Source: an optimization exercise on an open RTL-to-GDS flow (aim: small area). Production flows keep margins and buffers that such runs may drop. Only simulation tests tie the RTL to the original design; equivalence was not proved. No activity file was given, so power comes from the tool's default toggle rates. The flow treats the clock pin as an ideal source, which a real chip does not have.

==> 07-08 <==
==> flow/design.v <==
module sync_fifo
#(
	parameter FIFO_DEPTH = 256,
	parameter DATA_WIDTH =  32,
	parameter WIDTH      = 9
) (
	input                         i_clk            ,
	input                         i_rst_n          ,
	input                         i_valid_s        ,
	input                         i_ready_m        ,
	input        [WIDTH-1:0]      i_almostempty_lvl,
	input        [WIDTH-1:0]      i_almostfull_lvl ,
	input        [DATA_WIDTH-1:0] i_datain         ,
	output logic                  o_almostfull     ,
	output logic                  o_full           ,
	output logic                  o_ready_s        ,
	output logic                  o_valid_m        ,
	output logic                  o_almostempty    ,
	output logic                  o_empty          ,
	output logic [DATA_WIDTH-1:0] o_dataout
);
localparam int LB = 3;                       
localparam int L  = 1 << LB;                 
localparam int KC = L - 1;                   
localparam int NR = (FIFO_DEPTH - L) / L;    
localparam int RB = 5;                       
localparam int DW = DATA_WIDTH;
logic [WIDTH-1:0] count;   
logic [LB:0]      pcnt;    
logic [2:0]       kcnt;    
logic [LB-1:0]    phase;
logic [LB-1:0]    hs;      
logic [RB-1:0]    ra_r, wa_r;  
logic [LB-1:0]    xr, xw;  
assign o_empty       = (count == 0);
assign o_valid_m     = !o_empty;
assign o_full        = (count == FIFO_DEPTH);
assign o_ready_s     = !o_full;
assign o_almostfull  = (count >= i_almostfull_lvl);
assign o_almostempty = (count <= i_almostempty_lvl);
logic pop, push;
logic [LB:0] pa;
logic pfull, s_zero, realign, has_k, rd, wr, wr_p, wr_s, kout, d2k, pin;
assign pop     = i_ready_m & !o_empty;
assign push    = i_valid_s & (!o_full | i_ready_m);
assign pa      = pcnt - pop;
assign pfull   = pa[LB];
assign s_zero  = (count == pcnt + kcnt);
assign realign = s_zero & (pa == 0);
assign has_k   = (kcnt != 0);
assign rd      = !s_zero & (xr == 0) & !pfull;
assign wr      = (has_k | push) & (realign | (xw == 0));
assign wr_p    = wr & s_zero & !pfull;
assign wr_s    = wr & !(s_zero & !pfull);
assign kout    = has_k & wr;
assign d2k     = push & (has_k | !wr);
assign pin     = rd | wr_p;
logic [RB-1:0] ra_rn, wa_rn;
assign ra_rn = (ra_r == NR-1) ? {RB{1'b0}} : ra_r + 1'b1;
assign wa_rn = (wa_r == NR-1) ? {RB{1'b0}} : wa_r + 1'b1;
always_ff @(posedge i_clk or negedge i_rst_n) begin
	if (~i_rst_n) begin
		count <= '0;
		pcnt  <= '0;
		kcnt  <= '0;
		phase <= '0;
		hs    <= '0;
		ra_r  <= '0;
		wa_r  <= '0;
		xr    <= '0;
		xw    <= '0;
	end else begin
		count <= count + push - pop;
		pcnt  <= pa + pin;
		kcnt  <= kcnt - kout + d2k;
		phase <= phase + 1'b1;
		if (realign & wr) begin
			hs <= '0;
			xr <= '0;
			xw <= '0;
			if (phase == L-1) begin
				ra_r <= wa_rn;
				wa_r <= wa_rn;
			end
		end else begin
			hs <= hs + !pop;
			xr <= xr + !pin;
			xw <= xw + !wr;
			if (pin && phase == L-1) ra_r <= ra_rn;
			if (wr && phase == L-1) wa_r <= wa_rn;
		end
	end
end
logic [DW-1:0] kq [KC];
logic [DW-1:0] pr [L];
logic [DW-1:0] ring [NR][L];
logic [DW-1:0] src, ring_out, pin_data;
assign src = has_k ? kq[kr] : i_datain;
always_comb begin
	ring_out = ring[0][L-1];
	for (int i = 1; i < NR; i++)
		if (ra_r == i) ring_out = ring[i][L-1];
end
assign pin_data = rd ? ring_out : src;
for (genvar i = 0; i < NR; i++) begin : g_ring
	logic we;
	assign we = wr_s & (wa_r == i);
	always_ff @(posedge i_clk) begin
		ring[i][0] <= (src & {DW{we}}) | (ring[i][L-1] & ~{DW{we}});
		for (int j = 1; j < L; j++)
			ring[i][j] <= ring[i][j-1];
	end
end
always_ff @(posedge i_clk) begin
	pr[0] <= (pin_data & {DW{pin}}) | (pr[L-1] & ~{DW{pin}});
	for (int j = 1; j < L; j++)
		pr[j] <= pr[j-1];
end
assign o_dataout = pr[hs];
logic [2:0] kr, kw;
assign kw = (kr + kcnt >= KC) ? kr + kcnt - KC : kr + kcnt;
always_ff @(posedge i_clk or negedge i_rst_n) begin
	if (~i_rst_n)
		kr <= '0;
	else if (kout)
		kr <= (kr == KC-1) ? 3'd0 : kr + 1'b1;
end
for (genvar i = 0; i < KC; i++) begin : g_k
	always_ff @(posedge i_clk) begin
		if (d2k && kw == i)
			kq[i] <= i_datain;
	end
end
endmodule
==> flow/flow/run.sh <==
#!/bin/bash
# The standard layout (the standard.sh: standard synthesis and ORFS), with these changes:
#  - clock tree synthesis without dummy loads (same buffer list and clustering as config.mk);
#  - port buffers use the smallest buffer cell;
#  - antenna repair after detailed routing, up to 5 rounds.
# make's full output goes to standard.log; each ORFS step logs under orfs/logs.
set -euo pipefail
CTS="-sink_clustering_enable -repair_clock_nets -buf_list sky130_fd_sc_hd__clkbuf_16 -sink_clustering_size 30 -sink_clustering_max_diameter 80 -dont_use_dummy_load"
bash standard.sh "CTS_ARGS=$CTS" "BUFFER_PORTS_ARGS=-buffer_cell sky130_fd_sc_hd__buf_1" "MAX_REPAIR_ANTENNAS_ITER_DRT=5" finish > standard.log 2>&1
==> flow/standard.sh <==
#!/bin/bash
# synth_recipe.tcl (not shown) runs the flow's synth.tcl, then flattens the netlist and writes it again
# the make line also repeats each setting of config.mk as NAME=value (left out here)
make -C /OpenROAD-flow-scripts/flow DESIGN_CONFIG=/design/flow/config.mk WORK_HOME=/design/flow/orfs CLKGATE_MAP_FILE= SYNTH_SCRIPT=/design/flow/synth_recipe.tcl "${@:-finish}"
==> flow/config.mk <==
export PLATFORM = sky130hd
export DESIGN_NAME = sync_fifo
export DESIGN_NICKNAME = sync_fifo
export VERILOG_FILES = /design/flow/design.v
export SDC_FILE = /design/flow/constraint.sdc
export NUM_CORES = 8
export LEC_CHECK = 0
export CAP_MARGIN = 20
export CORE_MARGIN = 2
export CORE_UTILIZATION = 70
export CTS_BUF_LIST = sky130_fd_sc_hd__clkbuf_16
export CTS_CLUSTER_DIAMETER = 80
export CTS_CLUSTER_SIZE = 30
export SLEW_MARGIN = 20
==> flow/constraint.sdc <==
create_clock -name core_clock -period 10.0 [get_ports {i_clk}]
set_input_delay 2.0000 -clock core_clock [delete_from_list [all_inputs] [get_ports {i_clk}]]
set_output_delay 2.0000 -clock core_clock [all_outputs]
set_load 0.01 [all_outputs]
==> 08-02: changes against 07-08 <==
==> flow/design.v, changed modules only <==
module sync_fifo
#(
	parameter FIFO_DEPTH = 256,
	parameter DATA_WIDTH =  32,
	parameter WIDTH      = 9
) (
	input                         i_clk            ,
	input                         i_rst_n          ,
	input                         i_valid_s        ,
	input                         i_ready_m        ,
	input        [WIDTH-1:0]      i_almostempty_lvl,
	input        [WIDTH-1:0]      i_almostfull_lvl ,
	input        [DATA_WIDTH-1:0] i_datain         ,
	output logic                  o_almostfull     ,
	output logic                  o_full           ,
	output logic                  o_ready_s        ,
	output logic                  o_valid_m        ,
	output logic                  o_almostempty    ,
	output logic                  o_empty          ,
	output logic [DATA_WIDTH-1:0] o_dataout
);
localparam int LB = 3;                       
localparam int L  = 1 << LB;                 
localparam int KC = L - 1;                   
localparam int NR = (FIFO_DEPTH - L) / L;    
localparam int RB = 5;                       
localparam int DW = DATA_WIDTH;
logic [WIDTH-1:0] count;   
logic [LB:0]      pcnt;    
logic [2:0]       kcnt;    
logic [LB-1:0]    phase;
logic [LB-1:0]    rp;      
logic [RB-1:0]    ra_r, wa_r;  
logic [LB-1:0]    ra_s, wa_s;
assign o_empty       = (count == 0);
assign o_valid_m     = !o_empty;
assign o_full        = (count == FIFO_DEPTH);
assign o_ready_s     = !o_full;
assign o_almostfull  = (count >= i_almostfull_lvl);
assign o_almostempty = (count <= i_almostempty_lvl);
logic pop, push;
logic [LB:0] pa;
logic pfull, s_zero, realign, has_k, rd, wr, wr_p, wr_s, kout, d2k, pin;
assign pop     = i_ready_m & !o_empty;
assign push    = i_valid_s & (!o_full | i_ready_m);
assign pa      = pcnt - pop;
assign pfull   = pa[LB];
assign s_zero  = (count == pcnt + kcnt);
assign realign = s_zero & (pa == 0);
assign has_k   = (kcnt != 0);
assign rd      = !s_zero & (ra_s == phase) & !pfull;
assign wr      = (has_k | push) & (realign | (wa_s == phase));
assign wr_p    = wr & s_zero & !pfull;
assign wr_s    = wr & !(s_zero & !pfull);
assign kout    = has_k & wr;
assign d2k     = push & (has_k | !wr);
assign pin     = rd | wr_p;
logic [RB-1:0] ra_rn, wa_rn;
assign ra_rn = (ra_r == NR-1) ? {RB{1'b0}} : ra_r + 1'b1;
assign wa_rn = (wa_r == NR-1) ? {RB{1'b0}} : wa_r + 1'b1;
always_ff @(posedge i_clk or negedge i_rst_n) begin
	if (~i_rst_n) begin
		count <= '0;
		pcnt  <= '0;
		kcnt  <= '0;
		phase <= '0;
		rp    <= '0;
		ra_r  <= '0;
		ra_s  <= '0;
		wa_r  <= '0;
		wa_s  <= '0;
	end else begin
		count <= count + push - pop;
		pcnt  <= pa + pin;
		kcnt  <= kcnt - kout + d2k;
		phase <= phase + 1'b1;
		if (realign & wr) begin
			rp   <= phase;
			ra_s <= phase + 1'b1;
			wa_s <= phase + 1'b1;
			if (phase == L-1) begin
				ra_r <= wa_rn;
				wa_r <= wa_rn;
			end
		end else begin
			rp <= rp + pop;
			if (pin) begin
				ra_s <= ra_s + 1'b1;
				if (ra_s == L-1) ra_r <= ra_rn;
			end
			if (wr) begin
				wa_s <= wa_s + 1'b1;
				if (wa_s == L-1) wa_r <= wa_rn;
			end
		end
	end
end
logic [DW-1:0] kq [KC];
logic [DW-1:0] pr [L];
logic [DW-1:0] ring [NR][L];
logic [DW-1:0] src, ring_out, pin_data;
assign src = has_k ? kq[0] : i_datain;
always_comb begin
	ring_out = ring[0][L-1];
	for (int i = 1; i < NR; i++)
		if (ra_r == i) ring_out = ring[i][L-1];
end
assign pin_data = rd ? ring_out : src;
for (genvar i = 0; i < NR; i++) begin : g_ring
	logic we;
	assign we = wr_s & (wa_r == i);
	always_ff @(posedge i_clk) begin
		ring[i][0] <= we ? src : ring[i][L-1];
		for (int j = 1; j < L; j++)
			ring[i][j] <= ring[i][j-1];
	end
end
always_ff @(posedge i_clk) begin
	pr[0] <= pin ? pin_data : pr[L-1];
	for (int j = 1; j < L; j++)
		pr[j] <= pr[j-1];
end
logic [LB-1:0] hsel;
assign hsel = phase - rp - 1'b1;
assign o_dataout = pr[hsel];
logic [2:0] ka;
assign ka = kcnt - kout;
for (genvar i = 0; i < KC; i++) begin : g_k
	always_ff @(posedge i_clk) begin
		if (d2k && ka == i)
			kq[i] <= i_datain;
		else if (kout)
			kq[i] <= (i == KC-1) ? kq[i] : kq[(i+1) % KC];
	end
end
endmodule
==> flow/run.sh (new file) <==
#!/bin/bash
# synth_recipe.tcl (not shown) runs the flow's synth.tcl, then flattens the netlist and writes it again
# the make line also repeats each setting of config.mk as NAME=value (left out here)
make -C /OpenROAD-flow-scripts/flow DESIGN_CONFIG=/design/flow/config.mk WORK_HOME=/design/flow/orfs CLKGATE_MAP_FILE= SYNTH_SCRIPT=/design/flow/synth_recipe.tcl finish
--- a/flow/config.mk
+++ b/flow/config.mk
@@ -9,6 +9,3 @@
 export CORE_MARGIN = 2
-export CORE_UTILIZATION = 70
-export CTS_BUF_LIST = sky130_fd_sc_hd__clkbuf_16
-export CTS_CLUSTER_DIAMETER = 80
-export CTS_CLUSTER_SIZE = 30
+export CORE_UTILIZATION = 40
 export SLEW_MARGIN = 20
removed: flow/flow/run.sh
removed: flow/standard.sh
==> 06-17: changes against 07-08 <==
==> flow/design.v, changed modules only <==
module sync_fifo
#(
	parameter FIFO_DEPTH = 256,
	parameter DATA_WIDTH =  32,
	parameter WIDTH      = 9
) (
	input                         i_clk            ,
	input                         i_rst_n          ,
	input                         i_valid_s        ,
	input                         i_ready_m        ,
	input        [WIDTH-1:0]      i_almostempty_lvl,
	input        [WIDTH-1:0]      i_almostfull_lvl ,
	input        [DATA_WIDTH-1:0] i_datain         ,
	output logic                  o_almostfull     ,
	output logic                  o_full           ,
	output logic                  o_ready_s        ,
	output logic                  o_valid_m        ,
	output logic                  o_almostempty    ,
	output logic                  o_empty          ,
	output logic [DATA_WIDTH-1:0] o_dataout
);
localparam int LB = 3;                       
localparam int L  = 1 << LB;                 
localparam int KC = L - 1;                   
localparam int NR = (FIFO_DEPTH - L) / L;    
localparam int RB = 5;                       
localparam int DW = DATA_WIDTH;
logic [WIDTH-1:0] count;   
logic [LB:0]      pcnt;    
logic [2:0]       kcnt;    
logic [LB-1:0]    phase;
logic [LB-1:0]    rp;      
logic [RB-1:0]    ra_r, wa_r;  
logic [LB-1:0]    ra_s, wa_s;
assign o_empty       = (count == 0);
assign o_valid_m     = !o_empty;
assign o_full        = (count == FIFO_DEPTH);
assign o_ready_s     = !o_full;
assign o_almostfull  = (count >= i_almostfull_lvl);
assign o_almostempty = (count <= i_almostempty_lvl);
logic pop, push;
logic [LB:0] pa;
logic pfull, s_zero, realign, has_k, rd, wr, wr_p, wr_s, kout, d2k, pin;
assign pop     = i_ready_m & !o_empty;
assign push    = i_valid_s & (!o_full | i_ready_m);
assign pa      = pcnt - pop;
assign pfull   = pa[LB];
assign s_zero  = (count == pcnt + kcnt);
assign realign = s_zero & (pa == 0);
assign has_k   = (kcnt != 0);
assign rd      = !s_zero & (ra_s == phase) & !pfull;
assign wr      = (has_k | push) & (realign | (wa_s == phase));
assign wr_p    = wr & s_zero & !pfull;
assign wr_s    = wr & !(s_zero & !pfull);
assign kout    = has_k & wr;
assign d2k     = push & (has_k | !wr);
assign pin     = rd | wr_p;
logic [RB-1:0] ra_rn, wa_rn;
assign ra_rn = (ra_r == NR-1) ? {RB{1'b0}} : ra_r + 1'b1;
assign wa_rn = (wa_r == NR-1) ? {RB{1'b0}} : wa_r + 1'b1;
always_ff @(posedge i_clk or negedge i_rst_n) begin
	if (~i_rst_n) begin
		count <= '0;
		pcnt  <= '0;
		kcnt  <= '0;
		phase <= '0;
		rp    <= '0;
		ra_r  <= '0;
		ra_s  <= '0;
		wa_r  <= '0;
		wa_s  <= '0;
	end else begin
		count <= count + push - pop;
		pcnt  <= pa + pin;
		kcnt  <= kcnt - kout + d2k;
		phase <= phase + 1'b1;
		if (realign & wr) begin
			rp   <= phase;
			ra_s <= phase + 1'b1;
			wa_s <= phase + 1'b1;
			if (phase == L-1) begin
				ra_r <= wa_rn;
				wa_r <= wa_rn;
			end
		end else begin
			rp <= rp + pop;
			if (pin) begin
				ra_s <= ra_s + 1'b1;
				if (ra_s == L-1) ra_r <= ra_rn;
			end
			if (wr) begin
				wa_s <= wa_s + 1'b1;
				if (wa_s == L-1) wa_r <= wa_rn;
			end
		end
	end
end
logic [DW-1:0] kq [KC];
logic [DW-1:0] pr [L];
logic [DW-1:0] ring [NR][L];
logic [DW-1:0] src, ring_out, pin_data;
assign src = has_k ? kq[kr] : i_datain;
always_comb begin
	ring_out = ring[0][L-1];
	for (int i = 1; i < NR; i++)
		if (ra_r == i) ring_out = ring[i][L-1];
end
assign pin_data = rd ? ring_out : src;
for (genvar i = 0; i < NR; i++) begin : g_ring
	logic we;
	assign we = wr_s & (wa_r == i);
	always_ff @(posedge i_clk) begin
		ring[i][0] <= we ? src : ring[i][L-1];
		for (int j = 1; j < L; j++)
			ring[i][j] <= ring[i][j-1];
	end
end
always_ff @(posedge i_clk) begin
	pr[0] <= pin ? pin_data : pr[L-1];
	for (int j = 1; j < L; j++)
		pr[j] <= pr[j-1];
end
logic [LB-1:0] hsel;
assign hsel = phase - rp - 1'b1;
assign o_dataout = pr[hsel];
logic [2:0] kr, kw;
assign kw = (kr + kcnt >= KC) ? kr + kcnt - KC : kr + kcnt;
always_ff @(posedge i_clk or negedge i_rst_n) begin
	if (~i_rst_n)
		kr <= '0;
	else if (kout)
		kr <= (kr == KC-1) ? 3'd0 : kr + 1'b1;
end
for (genvar i = 0; i < KC; i++) begin : g_k
	always_ff @(posedge i_clk) begin
		if (d2k && kw == i)
			kq[i] <= i_datain;
	end
end
endmodule
==> flow/run.sh (new file) <==
#!/bin/bash
# synth_recipe.tcl (not shown) runs the flow's synth.tcl, then flattens the netlist and writes it again
# the make line also repeats each setting of config.mk as NAME=value (left out here)
make -C /OpenROAD-flow-scripts/flow DESIGN_CONFIG=/design/flow/config.mk WORK_HOME=/design/flow/orfs CLKGATE_MAP_FILE= SYNTH_SCRIPT=/design/flow/synth_recipe.tcl finish
--- a/flow/config.mk
+++ b/flow/config.mk
@@ -9,6 +9,6 @@
 export CORE_MARGIN = 2
-export CORE_UTILIZATION = 70
+export CORE_UTILIZATION = 80
 export CTS_BUF_LIST = sky130_fd_sc_hd__clkbuf_16
 export CTS_CLUSTER_DIAMETER = 80
-export CTS_CLUSTER_SIZE = 30
+export CTS_CLUSTER_SIZE = 32
 export SLEW_MARGIN = 20
removed: flow/flow/run.sh
removed: flow/standard.sh
==> qor summary <==
metric                                                                               07-08              08-02             06-17
Met1 Usage GRT                                                                      43.90%             23.52%            50.64%
IR drop worst, VDD                                                               0.3657 mV          0.2977 mV         0.5182 mV
Internal reg-to-reg setup slack                                                    4.62 ns            4.23 ns           4.18 ns
Number of buffer and inverter stages on the critical path                                2                  4                 3
Sequential fraction of design power                                                  60.1%              49.5%             57.5%
Well-Tap Cells                                                                        3743               6655              3312
Share of flip-flops with an asynchronous set or reset                              0.4848%            0.4495%           0.4848%
Detailed-routed wire length on met2                                              188900 um          170100 um         220000 um
Final instance area                                                             210500 um2         233100 um2        211700 um2
Clock slew at the register clock pins of the worst setup and hold paths            0.10 ns            0.07 ns           0.11 ns
Share of total power in the clock network                                            24.2%              38.4%             23.0%
Final clock period utilization by the worst path                                    62.90%             78.56%            79.52%
Inserted Clock Buffers                                                                 321                718               315
Wl on met1                                                                       196700 um          205600 um         192000 um
Area of the die                                                                 286900 um2         503500 um2        252200 um2
Logic pwr share                                                                      15.7%              12.1%             19.5%
Rel. slew slack                                                                     9.586%             16.98%            15.90%
Non-clock buffer count                                                                 269                280               304
Max Fclk                                                                         159.0 MHz          127.3 MHz         125.8 MHz
Total via count in the routed design                                                 93745              93597            101446
Outcome                                                                     finished clean     finished clean    finished clean
Crit path time final                                                              6.290 ns           7.856 ns          7.952 ns
Pwr dens                                                                      295.9 nW/um2       318.3 nW/um2      316.6 nW/um2
Synthesized instance count                                                           13283              13351             13453
Critical path capture point                                                  o_dataout[11]       o_dataout[5]      o_dataout[4]
Initial antenna violation count                                                         33                 49                35
R2r endpoint                                                             kcnt[2]$_DFF_PN0_  pr[0][21]$_DFF_P_  pr[0][4]$_DFF_P_

[re-timing with driven ports]
Ports are ideal in the flow. The routed layouts listed here were re-timed in OpenROAD.
Step 1 sets driving cells, clkbuf_16 on the clock port and buf_2 on the other inputs (assumed; they add their load-dependent delay and slew).
Step 2 moves the port delays by t, midway between the first and last clock arrival at a register: inputs arrive t later, outputs are due t later. That takes back most of the time a late clock gives input paths.
a / b / c = no drivers / after step 1 / after step 2; a / b = the first two.
run | t, ns | setup slack, ns | hold WS [ns] | worst data-port slew with drivers (ns)
07-08 | 0.996 | 3.710 / 3.609 / 3.971 | 0.287 / 0.287 / 0.287 | 0.11
08-02 | 1.182 | 2.144 / 2.027 / 2.992 | 0.291 / 0.291 / 0.291 | 0.18
06-17 | 1.075 | 2.048 / 1.938 / 3.013 | 0.293 / 0.293 / 0.293 | 0.09
After both steps every run listed still meets setup and hold.
